This design comes from an exercise in tuning for small area on the open sky130 flow, not from production work.
Function was checked by simulation only, so behaviour that the tests miss may differ from the original.
No driver is modelled on the clock port, so clocking that relies on it looks cheaper here than on a real chip.
No activity file was given, so power comes from the tool's default toggle rates.

## v50
==> flow/design.v <==
module i2c_wrapper #(
    parameter ADDR_WIDTH = 8,
    parameter DATA_WIDTH = 32
)(
    input  logic                    pclk,
    input  logic                    presetn,
    input  logic [ADDR_WIDTH-1:0]   paddr,
    input  logic                    psel,
    input  logic                    penable,
    input  logic                    pwrite,
    input  logic [DATA_WIDTH-1:0]   pwdata,
    output logic [DATA_WIDTH-1:0]   prdata,
    output logic                    pready,
    output logic                    pslverr,
    input  logic                    sda_in,
    output logic                    sda_out,
    output wire                     scl
);
    wire a_ctl = (paddr == 8'h00);
    wire a_adr = (paddr == 8'h04);
    wire a_reg = (paddr == 8'h08);
    wire a_din = (paddr == 8'h0C);
    wire a_out = (paddr == 8'h10);
    wire a_sts = (paddr == 8'h14);
    wire a_ok  = a_ctl | a_adr | a_reg | a_din | a_out | a_sts;
    wire acc = psel & penable;
    wire wr  = acc & pwrite;
    assign pready  = acc;
    assign pslverr = acc & (~a_ok | (pwrite & (a_out | a_sts)));
    reg  [3:1]  ctrl;                  
    reg  [31:0] r_adr, r_reg, r_din;   
    reg  [31:0] r_out;                 
    reg         v_adr, v_reg, v_din, v_out;
    reg         st_busy, st_err;       
    wire op   = ctrl[1];
    wire mode = ctrl[2];
    always @(posedge pclk or negedge presetn) begin
        if (!presetn) begin
            ctrl  <= 3'd0;
            v_adr <= 1'b0;
            v_reg <= 1'b0;
            v_din <= 1'b0;
        end else begin
            if (wr & a_ctl) ctrl[3:1] <= pwdata[3:1];
            if (wr & a_adr) v_adr <= 1'b1;
            if (wr & a_reg) v_reg <= 1'b1;
            if (wr & a_din) v_din <= 1'b1;
        end
    end
    always @(posedge pclk) begin
        if (wr & a_adr) r_adr <= pwdata;
        if (wr & a_reg) r_reg <= pwdata;
        if (wr & a_din) r_din <= pwdata;
    end
    localparam [3:0] IDLE = 4'd0,  START = 4'd1,  SLV  = 4'd2,  ACK_SA = 4'd3,
                     REG  = 4'd4,  ACK_RA = 4'd5, WRD  = 4'd6,  ACK_WR = 4'd7,
                     RDD  = 4'd8,  MACK = 4'd9,   MNACK = 4'd10, STOP = 4'd11,
                     ACK_N = 4'd12,    
                     PRE = 4'd13;      
    reg [3:0] state;
    reg [3:0] bitcnt;
    reg [1:0] byte_idx;
    reg [1:0] q;           
    reg [6:0] s;           
    reg       sda_t;
    reg       ack_err;
    reg [6:0] sa;          
    reg [7:0] sr;          
    reg [31:0] buf_q;      
    reg       sa_v, sr_v;
    wire busy = (state != IDLE) & (state != PRE);
    wire start_wr = wr & a_ctl & pwdata[0];
    wire term = s[6] & ~s[5] & s[4] & s[2] & s[0];    
    wire clk3 = (q == 2'd2) & term;
    wire clk4 = (q == 2'd3) & term;
    wire bit_last = bitcnt[3];
    always @(posedge pclk) begin
        if (!busy | term) s <= 7'd1;
        else              s <= {s[5:0], s[6] ^ s[5]};
        if (!busy)        q <= 2'd0;
        else if (term)    q <= q + 2'd1;
    end
    wire last_byte = mode ? (byte_idx == 2'd3) : (byte_idx == 2'd0);
    wire [1:0] tsel   = mode ? byte_idx : 2'd0;
    wire [2:0] bsel   = 3'd7 - bitcnt[2:0];
    wire tx_bit  = buf_q[{~tsel, 3'd7}];
    wire sa_bit  = (bitcnt[2:0] == 3'd7) ? op : (sa[bsel - 3'd1] & sa_v);
    wire sr_bit  = sr[bsel] & sr_v;
    wire sample = (state == RDD) & ~bit_last & clk3;
    wire rot    = (state == WRD) & ~bit_last & clk4;
    wire [3:0] sh;
    assign sh[0] = rot | (sample & (~mode | (byte_idx == 2'd3)));    
    assign sh[1] = rot | (sample & mode & (byte_idx == 2'd2));
    assign sh[2] = rot | (sample & mode & (byte_idx == 2'd1));
    assign sh[3] = rot | (sample & mode & (byte_idx == 2'd0));
    wire rd_enter = (state == ACK_RA) & clk4 & op;
    wire keep = busy & ~rd_enter;
    wire [31:0] prev;
    wire [31:0] buf_d;
    wire [3:0]  buf_en;
    genvar k;
    generate
        for (k = 0; k < 4; k = k + 1) begin : g_byte
            assign prev[8*k +: 8] = {buf_q[8*k +: 7], rot ? buf_q[8*k+7] : sda_in};
            assign buf_en[k] = ~busy | rd_enter | sh[k];
        end
    endgenerate
    assign buf_d = ({32{keep}} & prev) | ({32{~busy & v_din}} & r_din);
    integer i;
    always @(posedge pclk) begin
        for (i = 0; i < 4; i = i + 1)
            if (buf_en[i]) buf_q[8*i +: 8] <= buf_d[8*i +: 8];
        if (!busy) begin
            sa    <= r_adr[6:0];
            sr    <= r_reg[7:0];
            sa_v  <= v_adr;
            sr_v  <= v_reg;
        end
    end
    always @(posedge pclk or negedge presetn) begin
        if (!presetn) begin
            state    <= IDLE;
            sda_t    <= 1'b1;
            v_out    <= 1'b0;
        end else begin
            case (state)
            IDLE, PRE: begin
                sda_t   <= 1'b1;
                state   <= (state == PRE) ? START : start_wr ? PRE : IDLE;
            end
            START: begin
                sda_t  <= ~q[1];
                if (clk4) state <= SLV;
            end
            SLV, REG, WRD: begin
                if (!bit_last) begin
                    if (q == 2'd1)
                        sda_t <= (state == SLV) ? sa_bit : (state == REG) ? sr_bit : tx_bit;
                end else begin
                    state  <= state + 4'd1;
                end
            end
            ACK_SA, ACK_RA, ACK_WR: begin
                if (clk3 & sda_in) state <= ACK_N;
                if (clk4) begin
                    if (state == ACK_SA) begin
                        state <= REG;
                    end else if (state == ACK_RA) begin
                        state <= op ? RDD : WRD;
                    end else begin
                        if (last_byte) state <= STOP;
                        else state <= WRD;
                    end
                end
            end
            ACK_N: begin
                if (clk4) begin
                    state   <= STOP;
                end
            end
            RDD: begin
                if (!bit_last) begin
                end else begin
                    state  <= last_byte ? MNACK : MACK;
                end
            end
            MACK: begin
                sda_t  <= 1'b0;
                if (clk4) begin
                    state    <= RDD;
                end
            end
            MNACK: begin
                sda_t  <= ~clk4;
                if (clk4) begin
                    v_out <= 1'b1;
                    state <= STOP;
                end
            end
            STOP: begin
                sda_t  <= q[1];
                if (clk4) state <= start_wr ? PRE : IDLE;
            end
            default: state <= IDLE;
            endcase
        end
    end
    wire idle_like = ~busy;
    wire in_data   = (state == SLV) | (state == REG) | (state == WRD) | (state == RDD);
    wire bc_inc    = in_data & ~bit_last & clk4;
    wire bc_clr    = idle_like | (in_data & bit_last);
    wire bi_inc    = ((state == ACK_WR) & clk4 & ~last_byte) | ((state == MACK) & clk4);
    always @(posedge pclk) begin
        bitcnt   <= (bitcnt + {3'd0, bc_inc}) & {4{~bc_clr}};
        byte_idx <= (byte_idx + {1'b0, bi_inc}) & {2{~idle_like}};
        ack_err  <= (ack_err | ((state == ACK_N) & clk4)) & ~idle_like;
    end
    always @(posedge pclk) begin
        if ((state == MNACK) & clk4) r_out <= buf_q;
        st_busy <= busy;
        st_err  <= ack_err;
    end
    wire s_first = (s == 7'd1);
    assign scl = ~busy | (state == START) |
                 ((state == STOP) ? (q[1] | (q[0] & ~s_first))
                                  : (q[1] & (q[0] | ~s_first)));
    wire sda_en = ~(~busy | (state == ACK_SA) | (state == ACK_RA) |
                    (state == ACK_WR) | (state == ACK_N) | (state == RDD) |
                    ((state == START) & (q == 2'd0) & s_first));
    assign sda_out = ~sda_en | sda_t;
    wire s_adr = a_adr & v_adr;
    wire s_reg = a_reg & v_reg;
    wire s_din = a_din & v_din;
    wire s_out = a_out & v_out;
    assign prdata = ({32{s_adr}} & r_adr) | ({32{s_reg}} & r_reg) |
                    ({32{s_din}} & r_din) | ({32{s_out}} & r_out) |
                    {28'd0, {3{a_ctl}} & ctrl, 1'b0} | {30'd0, {2{a_sts}} & {st_err, st_busy}};
endmodule
Settings: LEC_CHECK=0, CAP_MARGIN=0, CORE_MARGIN=2, CORE_UTILIZATION=40, SLEW_MARGIN=0; clock period 10.0 ns.
standard.sh (not shown) runs the stock make flow with config.mk's settings and CLKGATE_MAP_FILE= SYNTH_SCRIPT=/design/flow/synth_recipe.tcl, a recipe that flattens the netlist after the stock synthesis.
==> flow/flow/run.sh <==
#!/bin/bash
# Layout flow: the standard flow (standard.sh) with these changes.
#  1. After the standard synthesis, the combinational cells are mapped again
#     by ABC with an area-oriented script (flow/area.abc). The flip-flops
#     are black boxes in that step, so every register keeps its instance
#     name and cell type from the standard synthesis.
#  2. The ports are buffered with sky130_fd_sc_hd__buf_1.
#  3. The clock tree is built by flow/clock_tree.tcl (two balanced buffer
#     levels: one root buffer fed by the clock port, one leaf buffer per
#     group of nearby flip-flops), sourced at the start of ORFS's CTS step;
#     TritonCTS is then pointed at the clock port net only, which now has a
#     single sink, so it adds nothing. The rest of the CTS step (placement
#     legalisation, timing repair) runs as usual.
# Each tool's output goes to a log file of its own in this folder.
set -euo pipefail
LIB=$FLOW_HOME/platforms/sky130hd/lib/sky130_fd_sc_hd__tt_025C_1v80.lib
R=orfs/results/sky130hd/i2c_wrapper/base
DU=$(grep -A40 "DONT_USE_CELLS +=" $FLOW_HOME/platforms/sky130hd/config.mk | grep -oE "sky130_fd_sc_hd__[a-z0-9_]+" | sed 's/^/-dont_use /' | tr '\n' ' ')
export CLK_PORT=$(sed -n 's/.*create_clock.*get_ports {*\([A-Za-z0-9_]*\)}*.*/\1/p' constraint.sdc | head -1)

bash standard.sh synth > 1_standard_synth.log 2>&1
cp $R/1_2_yosys.v std_synth.v
python3 flow/comb_lib.py $LIB comb.lib > 2_comb_lib.log 2>&1
yosys -p "read_liberty comb.lib; read_liberty -lib -nooverwrite $LIB; \
  read_verilog std_synth.v; hierarchy -check -top $FLOW_TOP; flatten; rename -hide w:*.*; \
  hierarchy -top $FLOW_TOP; read_liberty -lib -nooverwrite $LIB; opt -purge; \
  abc -liberty $LIB $DU -script flow/area.abc; opt_clean -purge; \
  setundef -zero; \
  hilomap -singleton -hicell sky130_fd_sc_hd__conb_1 HI -locell sky130_fd_sc_hd__conb_1 LO; \
  insbuf -buf sky130_fd_sc_hd__buf_4 A X; opt_clean -purge; \
  check -assert -mapped; stat -liberty $LIB; \
  write_verilog -noattr -nohex -nodec reabc.v" > 3_reabc_yosys.log 2>&1
cp reabc.v $R/1_2_yosys.v
DU_NAMES=$(grep -A40 "DONT_USE_CELLS +=" $FLOW_HOME/platforms/sky130hd/config.mk | grep -oE "sky130_fd_sc_hd__[a-z0-9_]+" | tr '\n' ' ')
BIGBUF="sky130_fd_sc_hd__buf_4 sky130_fd_sc_hd__buf_6 sky130_fd_sc_hd__buf_8 sky130_fd_sc_hd__buf_12 sky130_fd_sc_hd__buf_16"
bash standard.sh 'BUFFER_PORTS_ARGS=-buffer_cell sky130_fd_sc_hd__buf_1' \
  "DONT_USE_CELLS=$DU_NAMES $BIGBUF" \
  "PRE_CTS_TCL=$PWD/flow/clock_tree.tcl" \
  "CTS_ARGS=-clk_nets $CLK_PORT -buf_list sky130_fd_sc_hd__clkbuf_4" \
  finish > 4_standard_finish.log 2>&1
==> flow/flow/clock_tree.tcl <==
# Builds the clock tree by hand before ORFS's CTS step (sourced as
# PRE_CTS_TCL): the flip-flops are split into groups of at most
# CLK_GROUP by recursive median cuts of their placement, each group gets
# one leaf buffer at its centre, and one root buffer at the centre of the
# leaf buffers is driven by the clock port. Every flip-flop sees the same
# two buffer levels.
set leaf_cell sky130_fd_sc_hd__clkbuf_4
set root_cell sky130_fd_sc_hd__clkbuf_16
set group_max 10
if { [info exists ::env(CLK_GROUP)] } { set group_max $::env(CLK_GROUP) }
if { [info exists ::env(CLK_LEAF)] } { set leaf_cell $::env(CLK_LEAF) }
if { [info exists ::env(CLK_ROOT)] } { set root_cell $::env(CLK_ROOT) }

set db [ord::get_db]
set block [ord::get_db_block]
set clk_net [$block findNet $::env(CLK_PORT)]

set pts {}
foreach it [$clk_net getITerms] {
  set inst [$it getInst]
  set bb [$inst getBBox]
  set x [expr { ([$bb xMin] + [$bb xMax]) / 2 }]
  set y [expr { ([$bb yMin] + [$bb yMax]) / 2 }]
  lappend pts [list $x $y $it]
}
puts "clock_tree: [llength $pts] clock sinks"

proc split_groups { pts gmax } {
  set n [llength $pts]
  set g [expr { int(ceil(double($n) / $gmax)) }]
  if { $g <= 1 } { return [list $pts] }
  set xs [lmap p $pts { lindex $p 0 }]
  set ys [lmap p $pts { lindex $p 1 }]
  set dx [expr { [tcl::mathfunc::max {*}$xs] - [tcl::mathfunc::min {*}$xs] }]
  set dy [expr { [tcl::mathfunc::max {*}$ys] - [tcl::mathfunc::min {*}$ys] }]
  set k [expr { $dx >= $dy ? 0 : 1 }]
  set s [lsort -integer -index $k $pts]
  set g1 [expr { $g / 2 }]
  set n1 [expr { int(round(double($n) * $g1 / $g)) }]
  return [concat [split_groups [lrange $s 0 [expr { $n1 - 1 }]] $gmax] \
                 [split_groups [lrange $s $n1 end] $gmax]]
}

set groups [split_groups $pts $group_max]
puts "clock_tree: [llength $groups] groups"

set leaf_master [$db findMaster $leaf_cell]
set root_master [$db findMaster $root_cell]
set root [odb::dbInst_create $block $root_master clk_root_buf]
set root_net [odb::dbNet_create $block clk_root_net]
$root_net setSigType CLOCK
[$root findITerm X] connect $root_net

set i 0
set sx 0
set sy 0
foreach grp $groups {
  set leaf [odb::dbInst_create $block $leaf_master clk_leaf_buf_$i]
  set net [odb::dbNet_create $block clk_leaf_net_$i]
  $net setSigType CLOCK
  set cx 0
  set cy 0
  foreach p $grp {
    set it [lindex $p 2]
    $it disconnect
    $it connect $net
    set cx [expr { $cx + [lindex $p 0] }]
    set cy [expr { $cy + [lindex $p 1] }]
  }
  set cx [expr { $cx / [llength $grp] }]
  set cy [expr { $cy / [llength $grp] }]
  [$leaf findITerm X] connect $net
  [$leaf findITerm A] connect $root_net
  $leaf setLocation $cx $cy
  $leaf setPlacementStatus PLACED
  set sx [expr { $sx + $cx }]
  set sy [expr { $sy + $cy }]
  incr i
}
[$root findITerm A] connect $clk_net
$root setLocation [expr { $sx / $i }] [expr { $sy / $i }]
$root setPlacementStatus PLACED
global_connect
detailed_placement
puts "clock_tree: $i leaf buffers of $leaf_cell, root $root_cell"
Other scripts of this flow, unchanged in this note and not shown: flow/flow/area.abc, flow/flow/comb_lib.py
The flow did not stop early for v50: all stages ran, and the layout cleared the timing, design-rule and antenna checks.
#### Input delta (v54 over v50)
--- a/flow/flow/run.sh
+++ b/flow/flow/run.sh
@@ -33,6 +33,3 @@
 cp reabc.v $R/1_2_yosys.v
-DU_NAMES=$(grep -A40 "DONT_USE_CELLS +=" $FLOW_HOME/platforms/sky130hd/config.mk | grep -oE "sky130_fd_sc_hd__[a-z0-9_]+" | tr '\n' ' ')
-BIGBUF="sky130_fd_sc_hd__buf_4 sky130_fd_sc_hd__buf_6 sky130_fd_sc_hd__buf_8 sky130_fd_sc_hd__buf_12 sky130_fd_sc_hd__buf_16"
 bash standard.sh 'BUFFER_PORTS_ARGS=-buffer_cell sky130_fd_sc_hd__buf_1' \
-  "DONT_USE_CELLS=$DU_NAMES $BIGBUF" \
   "PRE_CTS_TCL=$PWD/flow/clock_tree.tcl" \
--- a/flow/flow/clock_tree.tcl
+++ b/flow/flow/clock_tree.tcl
@@ -5,6 +5,10 @@
 # leaf buffers is driven by the clock port. Every flip-flop sees the same
-# two buffer levels.
+# two buffer levels. A group whose estimated load (pins plus half-perimeter
+# wire) is large gets the stronger leaf buffer, to keep its clock slew low.
 set leaf_cell sky130_fd_sc_hd__clkbuf_4
 set root_cell sky130_fd_sc_hd__clkbuf_16
-set group_max 10
+set group_max 12
+set big_leaf_cell sky130_fd_sc_hd__clkbuf_8
+# estimated leaf load in fF: 1.75 per clock pin + 0.3 per um of half-perimeter
+set big_load_ff 33
 if { [info exists ::env(CLK_GROUP)] } { set group_max $::env(CLK_GROUP) }
@@ -47,2 +51,5 @@
 set leaf_master [$db findMaster $leaf_cell]
+set big_master [$db findMaster $big_leaf_cell]
+set dbu [$block getDbUnitsPerMicron]
+set nbig 0
 set root_master [$db findMaster $root_cell]
@@ -57,3 +64,14 @@
 foreach grp $groups {
-  set leaf [odb::dbInst_create $block $leaf_master clk_leaf_buf_$i]
+  set xs [lmap p $grp { lindex $p 0 }]
+  set ys [lmap p $grp { lindex $p 1 }]
+  set hp [expr { double([tcl::mathfunc::max {*}$xs] - [tcl::mathfunc::min {*}$xs] + \
+                        [tcl::mathfunc::max {*}$ys] - [tcl::mathfunc::min {*}$ys]) / $dbu }]
+  set load [expr { 1.75 * [llength $grp] + 0.3 * $hp }]
+  if { $load > $big_load_ff } {
+    set m $big_master
+    incr nbig
+  } else {
+    set m $leaf_master
+  }
+  set leaf [odb::dbInst_create $block $m clk_leaf_buf_$i]
   set net [odb::dbNet_create $block clk_leaf_net_$i]
@@ -84,2 +102,2 @@
 detailed_placement
-puts "clock_tree: $i leaf buffers of $leaf_cell, root $root_cell"
+puts "clock_tree: $i leaf buffers ($nbig of them $big_leaf_cell, the rest $leaf_cell), root $root_cell"
--- a/flow/config.mk
+++ b/flow/config.mk
@@ -9,3 +9,3 @@
 export CORE_MARGIN = 2
-export CORE_UTILIZATION = 40
+export CORE_UTILIZATION = 60
 export SLEW_MARGIN = 0
==> comparison <==
Compared with v50, the router placed fewer vias in v54. Comparing first-pass GRT wire length for v54 and v50, the bigger number came from v50. Logic depth of the worst setup path including buffers ends up higher on v54. The signed area change from the synthesized netlist to the final layout number comes out lower for v54 vs v50. Relative slew slack (lower): v54. v54 packs its core tighter than v50. Compared with v50, v54 improves final area. v54 has completed all stages; timing, DRC and antenna checks passed. [v54] clock power rose about 9% relative to v50.
Relative to v54, the following input files were edited for v51:
--- a/flow/flow/clock_tree.tcl
+++ b/flow/flow/clock_tree.tcl
@@ -9,6 +9,6 @@
 set root_cell sky130_fd_sc_hd__clkbuf_16
-set group_max 12
+set group_max 10
 set big_leaf_cell sky130_fd_sc_hd__clkbuf_8
 # estimated leaf load in fF: 1.75 per clock pin + 0.3 per um of half-perimeter
-set big_load_ff 33
+set big_load_ff 36.5
 if { [info exists ::env(CLK_GROUP)] } { set group_max $::env(CLK_GROUP) }
--- a/flow/config.mk
+++ b/flow/config.mk
@@ -9,3 +9,3 @@
 export CORE_MARGIN = 2
-export CORE_UTILIZATION = 60
+export CORE_UTILIZATION = 40
 export SLEW_MARGIN = 0
## What came out
When v51 is set beside v54, its wire length turns out to be about 7% larger.
On shortest clock period the worst path allows after layout: between v54 and v51, it ends up lower for v54.
v51 ends up with lower highest achievable clock rate than v54 does.
Relative to v51, the following input files were edited for v12:
--- a/flow/flow/clock_tree.tcl
+++ b/flow/flow/clock_tree.tcl
@@ -9,3 +9,3 @@
 set root_cell sky130_fd_sc_hd__clkbuf_16
-set group_max 10
+set group_max 11
 set big_leaf_cell sky130_fd_sc_hd__clkbuf_8
--- a/flow/config.mk
+++ b/flow/config.mk
@@ -9,3 +9,3 @@
 export CORE_MARGIN = 2
-export CORE_UTILIZATION = 40
+export CORE_UTILIZATION = 60
 export SLEW_MARGIN = 0
Compared v51 against v12; switching power share of the total within noise. Comparing v51 and v12, the higher mean number of vias per cell is on v12. [compare] base=v51 new=v12: summed area of non-filler cells in the final layout has decreased, antenna diode count has decreased, power share of the combinational group has increased.
Changes in v2 relative to v12:
--- a/flow/flow/clock_tree.tcl
+++ b/flow/flow/clock_tree.tcl
@@ -5,10 +5,6 @@
 # leaf buffers is driven by the clock port. Every flip-flop sees the same
-# two buffer levels. A group whose estimated load (pins plus half-perimeter
-# wire) is large gets the stronger leaf buffer, to keep its clock slew low.
+# two buffer levels.
 set leaf_cell sky130_fd_sc_hd__clkbuf_4
 set root_cell sky130_fd_sc_hd__clkbuf_16
-set group_max 11
-set big_leaf_cell sky130_fd_sc_hd__clkbuf_8
-# estimated leaf load in fF: 1.75 per clock pin + 0.3 per um of half-perimeter
-set big_load_ff 36.5
+set group_max 10
 if { [info exists ::env(CLK_GROUP)] } { set group_max $::env(CLK_GROUP) }
@@ -51,5 +47,2 @@
 set leaf_master [$db findMaster $leaf_cell]
-set big_master [$db findMaster $big_leaf_cell]
-set dbu [$block getDbUnitsPerMicron]
-set nbig 0
 set root_master [$db findMaster $root_cell]
@@ -64,14 +57,3 @@
 foreach grp $groups {
-  set xs [lmap p $grp { lindex $p 0 }]
-  set ys [lmap p $grp { lindex $p 1 }]
-  set hp [expr { double([tcl::mathfunc::max {*}$xs] - [tcl::mathfunc::min {*}$xs] + \
-                        [tcl::mathfunc::max {*}$ys] - [tcl::mathfunc::min {*}$ys]) / $dbu }]
-  set load [expr { 1.75 * [llength $grp] + 0.3 * $hp }]
-  if { $load > $big_load_ff } {
-    set m $big_master
-    incr nbig
-  } else {
-    set m $leaf_master
-  }
-  set leaf [odb::dbInst_create $block $m clk_leaf_buf_$i]
+  set leaf [odb::dbInst_create $block $leaf_master clk_leaf_buf_$i]
   set net [odb::dbNet_create $block clk_leaf_net_$i]
@@ -102,2 +84,2 @@
 detailed_placement
-puts "clock_tree: $i leaf buffers ($nbig of them $big_leaf_cell, the rest $leaf_cell), root $root_cell"
+puts "clock_tree: $i leaf buffers of $leaf_cell, root $root_cell"
--- a/flow/config.mk
+++ b/flow/config.mk
@@ -9,3 +9,3 @@
 export CORE_MARGIN = 2
-export CORE_UTILIZATION = 60
+export CORE_UTILIZATION = 40
 export SLEW_MARGIN = 0
Findings:
Highest attainable clock frequency: v2 vs v12 down 2.4 MHz. Reported for v2 and v12, number of nets in the synthesized netlist turned out identical to the last digit. Diff v12 -> v2 | die span in y | up by more than 10%.
Input changes introduced in v25 (baseline for comparison: v2):
--- a/flow/flow/clock_tree.tcl
+++ b/flow/flow/clock_tree.tcl
@@ -5,6 +5,10 @@
 # leaf buffers is driven by the clock port. Every flip-flop sees the same
-# two buffer levels.
+# two buffer levels. A group whose estimated load (pins plus half-perimeter
+# wire) is large gets the stronger leaf buffer, to keep its clock slew low.
 set leaf_cell sky130_fd_sc_hd__clkbuf_4
 set root_cell sky130_fd_sc_hd__clkbuf_16
-set group_max 10
+set group_max 12
+set big_leaf_cell sky130_fd_sc_hd__clkbuf_8
+# estimated leaf load in fF: 1.75 per clock pin + 0.3 per um of half-perimeter
+set big_load_ff 36.5
 if { [info exists ::env(CLK_GROUP)] } { set group_max $::env(CLK_GROUP) }
@@ -47,2 +51,5 @@
 set leaf_master [$db findMaster $leaf_cell]
+set big_master [$db findMaster $big_leaf_cell]
+set dbu [$block getDbUnitsPerMicron]
+set nbig 0
 set root_master [$db findMaster $root_cell]
@@ -57,3 +64,14 @@
 foreach grp $groups {
-  set leaf [odb::dbInst_create $block $leaf_master clk_leaf_buf_$i]
+  set xs [lmap p $grp { lindex $p 0 }]
+  set ys [lmap p $grp { lindex $p 1 }]
+  set hp [expr { double([tcl::mathfunc::max {*}$xs] - [tcl::mathfunc::min {*}$xs] + \
+                        [tcl::mathfunc::max {*}$ys] - [tcl::mathfunc::min {*}$ys]) / $dbu }]
+  set load [expr { 1.75 * [llength $grp] + 0.3 * $hp }]
+  if { $load > $big_load_ff } {
+    set m $big_master
+    incr nbig
+  } else {
+    set m $leaf_master
+  }
+  set leaf [odb::dbInst_create $block $m clk_leaf_buf_$i]
   set net [odb::dbNet_create $block clk_leaf_net_$i]
@@ -84,2 +102,2 @@
 detailed_placement
-puts "clock_tree: $i leaf buffers of $leaf_cell, root $root_cell"
+puts "clock_tree: $i leaf buffers ($nbig of them $big_leaf_cell, the rest $leaf_cell), root $root_cell"
--- a/flow/config.mk
+++ b/flow/config.mk
@@ -9,3 +9,3 @@
 export CORE_MARGIN = 2
-export CORE_UTILIZATION = 40
+export CORE_UTILIZATION = 60
 export SLEW_MARGIN = 0
--- outcome ---
Cmp v25 vs v2: sequential power share higher in v25
Net switching fraction of the power (higher): v2
Min shortest clock period the worst path allows after layout across v2 and v25: v25

## afterwards: timing with drivers on the ports
The flow's constraints put no driver on any port. The routed layouts listed below were extracted and timed again, unchanged, in two steps. Step 1 (the two cells are an assumption about what drives the block):
set clk [get_ports {pclk}]
set_driving_cell -lib_cell sky130_fd_sc_hd__clkbuf_16 $clk
set_driving_cell -lib_cell sky130_fd_sc_hd__buf_2 [delete_from_list [all_inputs] $clk]
Step 2 moves the port delays by t, midway between the first and last clock arrival at a register: inputs arrive t later, outputs are due t later. That takes back most of the time a late clock gives input paths. a / b / c = ideal ports / drivers / drivers and shift; a / b = the first two.
run | shift t [ns] | slack for setup (ns) | worst setup path after step 2 | clock arrival spread, ns
v50 | 0.452 | 2.909 / 2.888 / 2.888 | input to output | 0.029 / 0.028
v54 | 0.443 | 3.443 / 3.422 / 3.422 | input to output | 0.042 / 0.042
v51 | 0.441 | 3.304 / 3.277 / 3.277 | input to output | 0.037 / 0.037
v12 | 0.436 | 3.433 / 3.413 / 3.413 | input to output | 0.036 / 0.036
v2 | 0.448 | 3.327 / 3.300 / 3.300 | input to output | 0.028 / 0.028
v25 | 0.431 | 3.427 / 3.407 / 3.407 | input to output | 0.039 / 0.040
After both steps every run listed still meets setup and hold.
